Background: an optimization exercise with open tools, aiming at small area. Do not read the settings as production practice. In this exercise RTL edits were held to simulation tests only and were not proved equivalent to the original. Power is estimated from default activity; no workload was simulated.

==> design.v <==
`timescale 1ns / 1ps
module helper_bcd_to_7seg(
    input wire [3:0] bcd_in,
    output reg [6:0] seg_out
);
    always @(*) begin
        case (bcd_in)
            4'd0: seg_out = 7'b1000000;
            4'd1: seg_out = 7'b1111001;
            4'd2: seg_out = 7'b0100100;
            4'd3: seg_out = 7'b0110000;
            4'd4: seg_out = 7'b0011001;
            4'd5: seg_out = 7'b0010010;
            4'd6: seg_out = 7'b0000010;
            4'd7: seg_out = 7'b1111000;
            4'd8: seg_out = 7'b0000000;
            4'd9: seg_out = 7'b0010000;
            4'd10: seg_out = 7'b0111111;  
            default: seg_out = 7'b1111111;  
        endcase
    end
endmodule
`timescale 1ns / 1ps
module seven_seg_display(
    input wire clk,
    input wire reset,  
    input wire [15:0] bcd_digit,   
    output wire [6:0] seg,  
    output wire [3:0] an            
);
    reg [2:0] digit_index;
    reg [3:0] current_bcd;
    reg [19:0] refresh_counter;
    wire [6:0] seg_out;
    helper_bcd_to_7seg d5 (.bcd_in(current_bcd),.seg_out(seg_out));
    always @(posedge clk or posedge reset) begin
        if (reset) begin
            refresh_counter <= 0;
            digit_index <= 0;
        end else begin
            refresh_counter <= refresh_counter + 1;
            if (refresh_counter == 10) begin
                refresh_counter <= 0;
                digit_index <= digit_index + 1;
                if (digit_index == 3'd3)  
                    digit_index <= 0;
            end
        end
    end
    always @(*) begin
        case (digit_index)
            3'd0: current_bcd = bcd_digit[3:0];      
            3'd1: current_bcd = bcd_digit[7:4];      
            3'd2: current_bcd = bcd_digit[11:8];     
            3'd3: current_bcd = bcd_digit[15:12];    
            default: current_bcd = 4'd15;            
        endcase
    end 
    assign seg = seg_out;
reg [3:0] an_reg;
always @(*) begin
    case (digit_index)
        3'd0: an_reg = 4'b1110;  
        3'd1: an_reg = 4'b1101;  
        3'd2: an_reg = 4'b1011;  
        3'd3: an_reg = 4'b0111;  
        default: an_reg = 4'b1111;
    endcase
end
assign an = an_reg;
endmodule
`timescale 1ns / 1ps
module bin_to_bcd #( parameter W = 18)   
  ( input [W-1:0] bin,   
    output reg [W+(W-4)/3:0] bcd);  
  integer i,j;
  always @(bin) begin
    for(i = 0; i <= W+(W-4)/3; i = i+1) bcd[i] = 0;      
    bcd[W-1:0] = bin;                                    
    for(i = 0; i <= W-4; i = i+1)                        
      for(j = 0; j <= i/3; j = j+1)                      
        if (bcd[W-i+4*j -: 4] > 4)                       
          bcd[W-i+4*j -: 4] = bcd[W-i+4*j -: 4] + 4'd3;  
  end
endmodule
`timescale 1ns / 1ps
  module serial_parallel_multiplier(
    input clk, rst,
    input start,
    input [7:0] x, y,
    output reg [15:0] P,
    output reg flag
    );
     reg state;
    reg [7:0] x_reg;
    reg [7:0] y_reg;
    reg s;
    reg [3:0] counter;
    always @(posedge clk , posedge rst) begin
        if (rst) begin
            flag <= 0;
            x_reg <= 0;
            y_reg <= 0;
            P <= 0;
            counter <= 0;
            state <= 0;
        end
        else if (start && state == 0) begin
            state <= 1;
            flag <= 0;
               s <= x[7] ^ y[7];
            y_reg <= y[7] ? (~y + 1) : y;
            x_reg <= x[7] ? (~x + 1) : x;
                P <= 0;
           counter <= 8;
        end
        else if (state) begin
            if (counter > 0) begin
                P <= P + (y_reg[0] ? ({8'b0, x_reg} << (8 - counter)) : 0);
                y_reg <= {y_reg[7], y_reg[7:1]};
                counter <= counter - 1;
            end
            else begin
                P <= s ? (~P + 1) : P;
                flag <= 1;
                state <= 0;
            end
        end
    end
endmodule
`timescale 1ns / 1ps
module top_control_unit(
    input wire clk,
    input wire reset,
    input wire btnL,
    input wire btnR,
    input wire btnC,
    input wire [7:0] multiplicand,
    input wire [7:0] multiplier,
    output wire [6:0] seg,
    output wire [3:0] an,
    output led
);
    wire left_pressed, right_pressed, start_pressed;
    pushbutton_detector pb_left (
        .clk(clk),
        .reset(reset),
        .x(btnL),
        .z(left_pressed)
    );
    pushbutton_detector pb_right (
        .clk(clk),
        .reset(reset),
        .x(btnR),
        .z(right_pressed)
    );
    pushbutton_detector pb_center (
        .clk(clk),
        .reset(reset),
        .x(btnC),
        .z(start_pressed)
    );
    wire [15:0] product;
    wire done;
    serial_parallel_multiplier spm (
        .clk(clk),
        .rst(reset),
        .start(start_pressed),
        .x(multiplicand),
        .y(multiplier),
        .P(product),
        .flag(done)
    );
    assign led = done;
    wire [19:0] bcd_unsigned;
    wire sign_bit = product[15];
    wire [15:0] productabs = sign_bit ? (~product + 1) : product;
    bin_to_bcd #(.W(16)) converter (
        .bin(productabs),
        .bcd(bcd_unsigned)
    );
    reg [1:0] state;
    wire [3:0] d0 = bcd_unsigned[3:0];
    wire [3:0] d1 = bcd_unsigned[7:4];
    wire [3:0] d2 = bcd_unsigned[11:8];
    wire [3:0] d3 = bcd_unsigned[15:12];
    wire [3:0] d4 = bcd_unsigned[19:16];
    wire [3:0] d5 = sign_bit ? 4'd10 : 4'd15;
    reg [15:0] active_digits;   
    wire tick;
    clockDivider #(50) divide (clk,reset,tick);
   always @(posedge clk or posedge reset) begin
    if (reset)
        state <= 0;
    else if (tick) begin
        case (state)
            2'd0: if (right_pressed) state <= 1;
            2'd1: begin
                if (right_pressed) state <= 2;
                else if (left_pressed) state <= 0;
            end
            2'd2: if (left_pressed) state <= 1;
            default: state <= 0;
        endcase
    end
end
    always @(*) begin
        case (state)
            2'd0: active_digits = {d5, d4, d3, d2};  
            2'd1: active_digits = {d5, d3, d2, d1};  
            2'd2: active_digits = {d5, d2, d1, d0};  
            default: active_digits = {d5, d4, d3, d2};
        endcase
    end
    seven_seg_display display_unit (
        .clk(clk),
        .reset(reset),
        .bcd_digit(active_digits),  
        .seg(seg),
        .an(an)
    );
endmodule
module pushbutton_detector(
input clk,reset,x,
output z
    );
wire tick;
clockDivider #(50) divide (clk,reset,tick);
wire out;
debouncer deb(clk,tick,reset,x,out);
wire out2;
synchronizer sync(clk,tick,reset,out,out2);
wire out3;
rising_edge rizz(clk,tick,reset,out2,out3);
assign z = out3;     
endmodule
module rising_edge(
input clk, en, reset, x,
output reg z
    );
    reg x_prev;
    always @(posedge clk or posedge reset) begin
        if (reset) begin
            x_prev <= 0;
            z <= 0;
        end else if (en) begin
            z <= x & ~x_prev;   
            x_prev <= x;
        end
    end
endmodule
module debouncer(input clk, en, rst, in, output out);
reg q1,q2,q3;
always@(posedge clk, posedge rst) begin
if(rst == 1'b1) begin
q1 <= 0;
q2 <= 0;
q3 <= 0;
end
else if (en) begin
q1 <= in;
q2 <= q1;
q3 <= q2;
end
end
assign out = (rst) ? 0 : q1&q2&q3;
endmodule
module synchronizer ( input wire clk, en, rst, sig, output reg sig1 );
 reg meta;
 always @(posedge clk, posedge rst) begin
 if (rst) begin
 meta <= 0;
 sig1 <= 0;
 end
 else if (en) begin
 meta <= sig;
 sig1 <= meta;
 end
 end
endmodule
module clockDivider #(parameter n = 50000000)
(input clk, rst, output tick);
wire [31:0] count;
reg clk_out;
counter_x_bit #(32,n) counterMod
(.clk(clk), .reset(rst),.en(1'b1), .count(count));
assign tick = (count == n-1) && !clk_out;
always @ (posedge clk, posedge rst) begin
if (rst)  
clk_out <= 0;
else if (count == n-1)
clk_out <= ~ clk_out;
end
endmodule
module counter_x_bit #(parameter x = 3, n = 6)
(input clk, reset, en, output reg [x-1:0] count);
always @(posedge clk, posedge reset) begin
if (reset == 1)
    count <= 0; 
else if(!en)
    count <= count; 
else if(count == n-1)
    count <= 0; 
else
    count <= count + 1;
end
endmodule
==> run.sh <==
#!/bin/bash
# synth_recipe.tcl (not shown) runs the flow's synth.tcl, then flattens the netlist and writes it again
# the make line also repeats each setting of config.mk as NAME=value (left out here)
make -C /OpenROAD-flow-scripts/flow DESIGN_CONFIG=/design/flow/config.mk WORK_HOME=/design/flow/orfs CLKGATE_MAP_FILE= SYNTH_SCRIPT=/design/flow/synth_recipe.tcl finish
==> config.mk <==
export PLATFORM = sky130hd
export DESIGN_NAME = top_control_unit
export DESIGN_NICKNAME = top_control_unit
export VERILOG_FILES = /design/flow/design.v
export SDC_FILE = /design/flow/constraint.sdc
export NUM_CORES = 4
export LEC_CHECK = 0
export CAP_MARGIN = 20
export CORE_MARGIN = 2
export CORE_UTILIZATION = 40
export SLEW_MARGIN = 20
==> constraint.sdc <==
create_clock -name core_clock -period 30.0 [get_ports {clk}]
set_input_delay 6.0000 -clock core_clock [delete_from_list [all_inputs] [get_ports {clk}]]
set_output_delay 6.0000 -clock core_clock [all_outputs]
set_load 0.01 [all_outputs]
==> flow_summary.json <==
{
  "fillCellCount": 4791,
  "power_mw": 0.5898,
  "clkTransAtPathRegs_ns": 0.06,
  "syn-cell-area_um2": 19600,
  "vias_per_cell": 5.889,
  "synth_top_area_share_pct": 27.58,
  "cpMaxStageDelayCell": "or4_1",
  "grt_max_degree": 95,
  "clock_path_buffers": 3,
  "drtAntennaViolNets": 0,
  "finalSetupViolCount": 0,
  "skew_ns": 0.008096,
  "io-pin-count": 33,
  "relSlewSlack_pct": 32.97,
  "synth_top_area_cell": "dfrtp_1",
  "fp-row-count": 81,
  "multiInputGateArea_um2": 13470,
  "avgSynthCellArea_um2": 8.436,
  "start_util_pct": 40.28,
  "post_cts_buffers": 0,
  "grt_pass1_wl_um": 77570,
  "arrival_ns": 16.96,
  "drc": 0,
  "period_minus_slack_ns": 22.96,
  "p_per_area_nw_per_um2": 27.92,
  "maxSlewViolCount": 0,
  "async_flop_share_pct": 99.54,
  "cpPeakStageDelay_ns": 0.71,
  "ctsResizeCount": 0,
  "whs_path_depth": 2,
  "num_vias": 17315,
  "ys_ff_latch": 217,
  "die_x_um": 225.3,
  "cts_tree": "built",
  "clockRootBuffer": "clkbuf_16",
  "hold_end": "spm.y_reg[7]",
  "tns_ns": 0,
  "wl_um": 44880,
  "nets": 2411,
  "ctsHoldBuffers": 0,
  "hold_path_class": "flop to flop",
  "clock_sinks": 217,
  "grt_remaining_overflow": 0,
  "crit_buf_inv": 3,
  "area_growth_pct": 7.809,
  "r2r_cells": 23,
  "synth_edf_count": 1,
  "placedCellCount": 2899,
  "path_delay_family": "simple AND/OR/NAND/NOR gates",
  "synth_cells": 2323,
  "crit_path_frequent_cell": "ha_1",
  "antenna_found_initial": 1,
  "critPathKind": "flop to output pin",
  "worst_pin_slew_ns": 0.9775,
  "min-delay-start": "spm.y_reg[7]",
  "endpoint_kind": "output pin",
  "seqCellArea_um2": 5435,
  "cap_violations": 0,
  "synth_area_leaders": "dfrtp_1, xnor2_1, ha_1",
  "die_h_um": 225.3,
  "p_leak_nw": 8.940,
  "min_period_over_period_pct": 76.54,
  "drive_above_1_share_pct": 7.981,
  "seq_area_frac_synth_pct": 27.74,
  "cp_max_fo": 12,
  "ys_warn_count": 11,
  "place_congestion": 0.8852,
  "hpwl_um": 33480,
  "die_area_um2": 50780,
  "final_cell_mix": "dfrtp_1, nand2_1, nor2_1, xnor2_1, a21oi_1",
  "cts-buffers-inserted": 23,
  "whs_ns": 0.4659,
  "portBuffers": 32,
  "outcome": "complete, no violations",
  "ys_types": 131,
  "r2r-start": "spm.counter[0]",
  "grt_pass1_vias": 16337,
  "syn_nets": 2431,
  "diodes": 0,
  "synth-main-ff-cell": "dfrtp_1",
  "irDropWorstVdd_mv": 0.05504,
  "required_ns": 24.00,
  "r2r-end": "spm.P[15]",
  "clock_latency_ns": 0.50,
  "htree_num_levels": 1,
  "placed_area_um2": 20350,
  "finalNonFillerCells": 2940,
  "worst_setup_path_start_kind": "flop",
  "drt-initial-drc-count": 1087,
  "rsz0062_at_grt": "false",
  "fmax_mhz": 43.55,
  "hold_viol": 0,
  "final_common_cell": "dfrtp_1",
  "wl_per_cell_um": 15.27,
  "rrSetupSlack_ns": 24.61,
  "core_area_um2": 48650,
  "fin_area_um2": 21130,
  "drtPass1Iterations": 5,
  "grt.total_usage_pct": 17.45
}
Yosys cell counts, drive strengths merged (25+ instances only):
library cell  count
nor2            205
mux2             45
mux2i            56
nand4            52
nor4             35
a21oi           112
a31oi            25
nand3           107
xor2             61
or3              26
nand2b           26
ha               86
dfrtp           216
buf              27
xnor2           172
and2             29
nand2           212
inv              91
a211oi           37
nor3             70
and3             48
o21ai           127
clkbuf           52
worst max path at each step:
| stage | startpoint | to | slack (ns) | depth (start not counted) |
|---|---|---|---|---|
| global placement | spm.P[7] | seg[3] | 8.23 | 55 |
| global route | spm.P[6] | seg[3] | 5.70 | 54 |
| detailed placement | spm.P[6] | seg[3] | 7.69 | 54 |
| finish | spm.P[6] | seg[3] | 7.04 | 54 |
| floorplan | spm.P[7] | seg[3] | 9.93 | 60 |
| CTS | spm.P[6] | seg[3] | 7.10 | 54 |
power breakdown:
part           switching [mW]  internal, mW
sequential         0.00000578         0.293
combinational         0.00841       0.00403
clock                   0.112         0.173
final cells by class:
| class | count | area share [%] |
|---|---|---|
| clock buffer | 36 | 3.240 |
| clock inverter | 4 | 0.3317 |
| sequential | 217 | 25.73 |
| inverter | 92 | 1.670 |
| tap | 622 | 3.684 |
| timing repair buffer | 35 | 1.611 |
| multi-input combinational | 1934 | 63.74 |
through the flow:
stage,worst slack [ns],util [%]
floorplan,9.933,-
global placement,8.233,41.83
detailed placement,7.686,41.83
CTS,7.100,43.38
global route,5.700,43.43
finish,7.038,43.43
worst reg2reg max path, delay by kind of cell (launching register included):
| family | cells | cell delay (ns) |
|---|---|---|
| adders and majority gates | 2 | 0.61 |
| xor gates and xnor gates | 2 | 0.58 |
| AOI/OAI and AO/OA | 16 | 2.56 |
| buffers and inverters | 1 | 0.17 |
| and+or+nand+nor | 2 | 0.72 |
| DFF | 1 | 0.67 |
logic make-up after synthesis:
group	count (synthesis)	share of synthesized area (%)
fa+ha+maj	87	5.593
mux	102	5.676
xor+xnor	233	10.72
compound gates	617	23.41
buf+inv	172	3.646
simple gates	895	23.22
flops	217	27.74
layer usage:
| metal | share of wire (%) | GRT usage (%) | wire length (um) | vias up |
|---|---|---|---|---|
| met2 | 47 | 29.92 | 21050 | 339 |
| met1 | 48 | 24.14 | 21620 | 8319 |
| li1 | - | - | - | 8601 |
| met5 | 0.029 | 0 | 13 | - |
| met4 | 1.6 | 3.269 | 702 | 2 |
| met3 | 3.3 | 1.447 | 1492 | 54 |

## what the ideal ports hide
How much do the figures lean on ideal ports? The routed layout below was timed once more, with nothing changed but the port constraints.
Step 1: set_driving_cell puts a clkbuf_16 on clk and a buf_2 on each other input, an assumption about the parent block.
Step 2 moves the port delays by t, midway between the first and last clock arrival at a register: inputs arrive t later, outputs are due t later. That takes back most of the time a late clock gives input paths.
Slacks: ideal / step 1 / step 2; pairs: ideal / step 1.
t, ns: 0.544
setup WS [ns]: 7.038 / 6.990 / 7.533
worst setup path after step 2: register to output
After both steps this run still meets setup and hold. For this run, drivers alone change the setup slack by -0.048 ns; drivers and shift together by +0.495 ns.
